Context: an optimization exercise on an open-source flow, tuned for small area, a short achievable clock period and few clock cycles. The choices shown serve that exercise and are no tape-out recipe. Only simulation tests tie the RTL to the original design; equivalence was not proved. No activity file was given, so power comes from the tool's default toggle rates.

== old ==
==> flow/design.v (excerpt) <==
module zmc_alu (
	input  [15:0] a_in,
	input  [15:0] b_in,
	input  [7:0]  op_in,
	input         z_flag_in,
	input         s_flag_in,
	input         c_flag_in,
	input         ovr_flag_in,
	input         clk,
	input         a_reset_l,
	output reg [15:0] c_out,
	output reg    z_flag_out,
	output reg    s_flag_out,
	output reg    c_flag_out,
	output reg    ovr_flag_out,
	output        valid_out
);
	wire [15:0] a = a_in;
	wire [15:0] b = b_in;
	wire [3:0]  n = op_in[3:0];
	wire        cont = op_in[5];
	wire        zi = z_flag_in, si = s_flag_in, ci = c_flag_in, vi = ovr_flag_in;
	wire hi00    = (op_in[7:6] == 2'b00) & ~op_in[4];
	wire n_arith = (n == 4'h0) | (n == 4'h1) | (n == 4'h3) | (n == 4'h4) | (n == 4'h8) | (n == 4'hB);
	wire g_arith = hi00 & n_arith;
	wire g_logic = (op_in[7:4] == 4'h4);
	wire g_shift = (op_in[7:4] == 4'h8) & ~(op_in[2] & op_in[1]);
	wire is_mul  = hi00 & (n == 4'h2);
	wire is_div  = (op_in == 8'h0F);
	wire is_md   = is_mul | is_div;
	wire signd   = op_in[5];
	wire        x_a    = (n == 4'h8) | (n == 4'hB);
	wire        x_ones = (n == 4'h4);
	wire        x_d    = (n == 4'hF);
	wire        y_inv  = (n == 4'h3) | (n == 4'hB) | (n == 4'hF);
  ...
Size: about 39 flip-flops, ~0.011 mm2 of cells after synthesis.
==> module zmc_alu, before the edit <==
module zmc_alu (
	input  [15:0] a_in,
	input  [15:0] b_in,
	input  [7:0]  op_in,
	input         z_flag_in,
	input         s_flag_in,
	input         c_flag_in,
	input         ovr_flag_in,
	input         clk,
	input         a_reset_l,
	output reg [15:0] c_out,
	output reg    z_flag_out,
	output reg    s_flag_out,
	output reg    c_flag_out,
	output reg    ovr_flag_out,
	output        valid_out
);
	wire [15:0] a = a_in;
	wire [15:0] b = b_in;
	wire [3:0]  n = op_in[3:0];
	wire        cont = op_in[5];
	wire        zi = z_flag_in, si = s_flag_in, ci = c_flag_in, vi = ovr_flag_in;
	wire hi00    = (op_in[7:6] == 2'b00) & ~op_in[4];
	wire n_arith = (n == 4'h0) | (n == 4'h1) | (n == 4'h3) | (n == 4'h4) | (n == 4'h8) | (n == 4'hB);
	wire g_arith = hi00 & n_arith;
	wire g_logic = (op_in[7:4] == 4'h4);
	wire g_shift = (op_in[7:4] == 4'h8) & ~(op_in[2] & op_in[1]);
	wire is_mul  = hi00 & (n == 4'h2);
	wire is_div  = (op_in == 8'h0F);
	wire is_md   = is_mul | is_div;
	wire signd   = op_in[5];
	wire        x_a    = (n == 4'h8) | (n == 4'hB);
	wire        x_ones = (n == 4'h4);
	wire        x_d    = (n == 4'hF);
	wire        y_inv  = (n == 4'h3) | (n == 4'hB) | (n == 4'hF);
	wire        cin    = cont ? (ci & (n != 4'h0)) : ((n == 4'h1) | (n == 4'h3) | (n == 4'hB) | (n == 4'hF));
	wire        sel_a, sel_a1, sel_r;
	wire [15:0] dx;
	wire [15:0] x = ({16{sel_a}} & a) | ({16{sel_a1}} & {1'b0, a[15:1]}) |
	                ({16{sel_r}} & dx) | {16{x_ones}};
	wire [15:0] y = y_inv ? ~b : b;
	wire [15:0] sum, carry;
	wire        c16;
	pfx_add #(16) add_i (.x(x), .y(y), .cin(cin), .s(sum), .c(carry), .cout(c16));
	wire        c15 = carry[15];
	wire        sum_zero = ((x ^ y) == {x[14:0] | y[14:0], cin});
	wire        b_nz   = |b;
	wire        b_lnz  = |b[14:0];
	wire        neg_sub = ~cont & y_inv;       
	wire        negc    = cont & (n == 4'h3);  
	reg ar_c, ar_v;
	always @(*) begin
		if (negc) begin
			ar_c = b_nz | ci;
			ar_v = ~ci & b[15] & ~b_lnz;
		end else if (neg_sub) begin
			ar_c = c16 & b_nz;
			ar_v = (c16 & b_nz) ^ (c15 & b_lnz);
		end else begin
			ar_c = c16;
			ar_v = c16 ^ c15;
		end
	end
	wire mov   = (n == 4'h0);
	wire ar_z  = mov ? zi : (sum_zero & (~cont | zi));
	wire ar_s  = mov ? si : sum[15];
	wire ar_cf = mov ? ci : ar_c;
	wire ar_vf = mov ? vi : ar_v;
	reg [15:0] lg;
	integer i;
	always @(*) begin
		for (i = 0; i < 16; i = i + 1)
			lg[i] = op_in[{b[i], a[i]}];
		if (n == 4'hF) lg = 16'h0001;
	end
	reg        sh_fill, sh_c;
	reg [15:0] sh;
	always @(*) begin
		sh_c = ci;
		case (op_in[2:0])
			3'd0: sh_fill = 1'b0;
			3'd1: sh_fill = 1'b1;
			3'd2: sh_fill = op_in[3] ? b[0] : b[15];
			3'd4: sh_fill = op_in[3] ? b[15] : b[0];
			default: sh_fill = ci;
		endcase
		if (op_in[2:0] == 3'd5) sh_c = op_in[3] ? b[15] : b[0];
		sh = op_in[3] ? {b[14:0], sh_fill} : {sh_fill, b[15:1]};
	end
	reg         busy;  
	reg         vreg;  
	reg  [3:0]  pos;   
	reg  [16:0] ra;    
	reg  [14:0] rb;    
	wire        first = ~busy;
	wire [24:0] t;
	mul_step mul_i (
		.h(first ? 17'd0 : ra),
		.A({signd & a[15], a}),
		.C(first ? b[7:0] : b[15:8]),
		.neg(signd & ~first),
		.nb(signd & first & b[15]),
		.t(t)
	);
	reg  [3:0]  nf;
	integer k;
	always @(*) begin
		nf = 4'd15;
		for (k = 0; k < 16; k = k + 1)
			if (b[k]) nf = 15 - k;
	end
	wire        nf_small = b[15] | b[14];
	wire [15:0] r_init = {1'b0, a[15:1]} >> nf;
	reg         abit;  
	wire [3:0]  pos_m1 = (busy ? pos : nf) - 4'd1;
	wire [3:0]  pos_next = (busy | nf_small) ? pos_m1 : nf;
	assign      dx = {ra[14:0], abit};
	assign      sel_r  = x_d & busy;
	assign      sel_a  = x_a | (x_d & ~busy & b[15]);
	assign      sel_a1 = x_d & ~busy & ~b[15];
	wire        q = (busy & ra[15]) | c16;
	wire [15:0] r_next = q ? sum : x;
	always @(posedge clk or negedge a_reset_l) begin
		if (!a_reset_l) begin
			busy <= 1'b0;
			vreg <= 1'b0;
		end else begin
			busy <= is_md & ~vreg;
			vreg <= ~vreg & ((busy & (is_mul | (is_div & (pos == 4'd0)))) | (~busy & is_div & b[15]));
		end
	end
	always @(posedge clk) begin
		pos  <= pos_next;
		abit <= a[pos_next];
		if (is_mul) begin
			ra <= t[24:8];
			rb <= {7'd0, t[7:0]};
		end else begin
			ra <= {1'b0, (busy | nf_small) ? r_next : r_init};
			rb <= busy ? {rb[13:0], q} : {14'd0, q & nf_small};
		end
	end
	assign valid_out = vreg;
	wire [15:0] md_out = vreg ? ra[15:0] :
	                     is_mul ? {t[7:0], rb[7:0]} : {busy ? rb[14:0] : 15'd0, q};
	wire a_z  = ~(|a);
	wire md_z = is_div ? (a_z & b_nz) : (a_z | ~b_nz);
	wire md_s = is_div ? si : (signd & (a[15] ^ b[15]));
	wire md_v = is_div ? ~b_nz : vi;
	always @(*) begin
		c_out = 16'd0; z_flag_out = 1'b0; s_flag_out = 1'b0; c_flag_out = 1'b0; ovr_flag_out = 1'b0;
		if (g_arith) begin
			c_out = sum; z_flag_out = ar_z; s_flag_out = ar_s; c_flag_out = ar_cf; ovr_flag_out = ar_vf;
		end else if (g_logic) begin
			c_out = lg; z_flag_out = (lg == 16'd0); s_flag_out = lg[15]; c_flag_out = ci; ovr_flag_out = vi;
		end else if (g_shift) begin
			c_out = sh; z_flag_out = (sh == 16'd0); s_flag_out = sh[15]; c_flag_out = sh_c; ovr_flag_out = vi;
		end else if (is_md) begin
			c_out = md_out; z_flag_out = md_z; s_flag_out = md_s; c_flag_out = ci; ovr_flag_out = md_v;
		end
	end
endmodule
export LEC_CHECK = 0
export ABC_CLOCK_PERIOD_IN_PS = 8000
export CAP_MARGIN = 20
export CORE_MARGIN = 2
export CORE_UTILIZATION = 40
export SETUP_SLACK_MARGIN = 5
export SLEW_MARGIN = 20
create_clock -name core_clock -period 16.0 [get_ports {clk}]
standard.sh (not shown) runs the stock make flow with config.mk's settings and CLKGATE_MAP_FILE= SYNTH_SCRIPT=/design/flow/synth_recipe.tcl, a recipe that flattens the netlist after the stock synthesis.
==> flow/flow/run.sh <==
#!/bin/bash
# Layout flow: the standard flow (standard.sh) with one change: the port
# buffers that global placement inserts on every input and output are
# sky130_fd_sc_hd__buf_2 instead of the cell the resizer picks by default.
# The output of the whole run goes to standard.log in this folder; ORFS keeps
# each step's log under orfs/logs.
set -e
export BUFFER_PORTS_ARGS="-buffer_cell sky130_fd_sc_hd__buf_2"
bash standard.sh > standard.log 2>&1
Testbench counts of old, summed over its fixed seeds: cycles 5,871.
### old -> new
diff --git a/flow/design.v b/flow/design.v
--- a/flow/design.v
+++ b/flow/design.v
@@ -321,13 +321,13 @@
 	wire is_mul  = hi00 & (n == 4'h2);
 	wire is_div  = (op_in == 8'h0F);
 	wire is_md   = is_mul | is_div;
 	wire signd   = op_in[5];
-	wire        x_a    = (n == 4'h8) | (n == 4'hB);
-	wire        x_ones = (n == 4'h4);
-	wire        x_d    = (n == 4'hF);
-	wire        y_inv  = (n == 4'h3) | (n == 4'hB) | (n == 4'hF);
-	wire        cin    = cont ? (ci & (n != 4'h0)) : ((n == 4'h1) | (n == 4'h3) | (n == 4'hB) | (n == 4'hF));
+	wire        x_a    = op_in[3] & ~op_in[2];                
+	wire        x_ones = ~op_in[3] & op_in[2];                
+	wire        x_d    = op_in[3] & op_in[2];                 
+	wire        y_inv  = op_in[1] & op_in[0];                 
+	wire        cin    = cont ? (ci & (op_in[3] | op_in[2] | op_in[0])) : op_in[0];
 	wire        sel_a, sel_a1, sel_r;
 	wire [15:0] dx;
 	wire [15:0] x = ({16{sel_a}} & a) | ({16{sel_a1}} & {1'b0, a[15:1]}) |
 	                ({16{sel_r}} & dx) | {16{x_ones}};
### Flow results
new and old ended up with nearly the same multi-input combinational area share. The register-to-register slack number comes out higher for new vs old. ~same later-pin clock latency in the skew report in new and old. Comparing slack of the critical path for new and old, the bigger number came from old. In the reports for new and old, the larger share of the cycle needed by the critical path after routing belongs to new. Comparing new and old, the lower clock period minus final worst setup slack is on old. In new, the first-pass GRT wire length came out 3.4% below the value in old. Relative to old, leakage power total has decreased by 1.8% in new.
Testbench counts of new, summed over its fixed seeds: cycles 5,871.

==> what the ideal ports hide <==
No port has a modelled driver above. Below, the same layouts with a new extraction and two added sets of constraints. Step 1 assumes that a clkbuf_16 drives the clock port and a buf_2 every other input. Step 2, shift: input delay + t, output delay - t, t = (earliest + latest rising clock arrival at the registers) / 2. This alone moves slack from input paths to output paths. a / b / c = no drivers / after step 1 / after step 2; a / b = the first two.
run	t (ns)	slack for setup (ns)	worst hold slack (ns)
old	0.344	5.232 / 5.207 / 5.207	0.485 / 0.485 / 0.485
new	0.331	5.202 / 5.180 / 5.180	0.495 / 0.495 / 0.495
After both steps setup and hold are still met in every run listed. For old, which loses most, drivers alone change the setup slack by -0.025 ns; drivers and shift together by -0.025 ns.
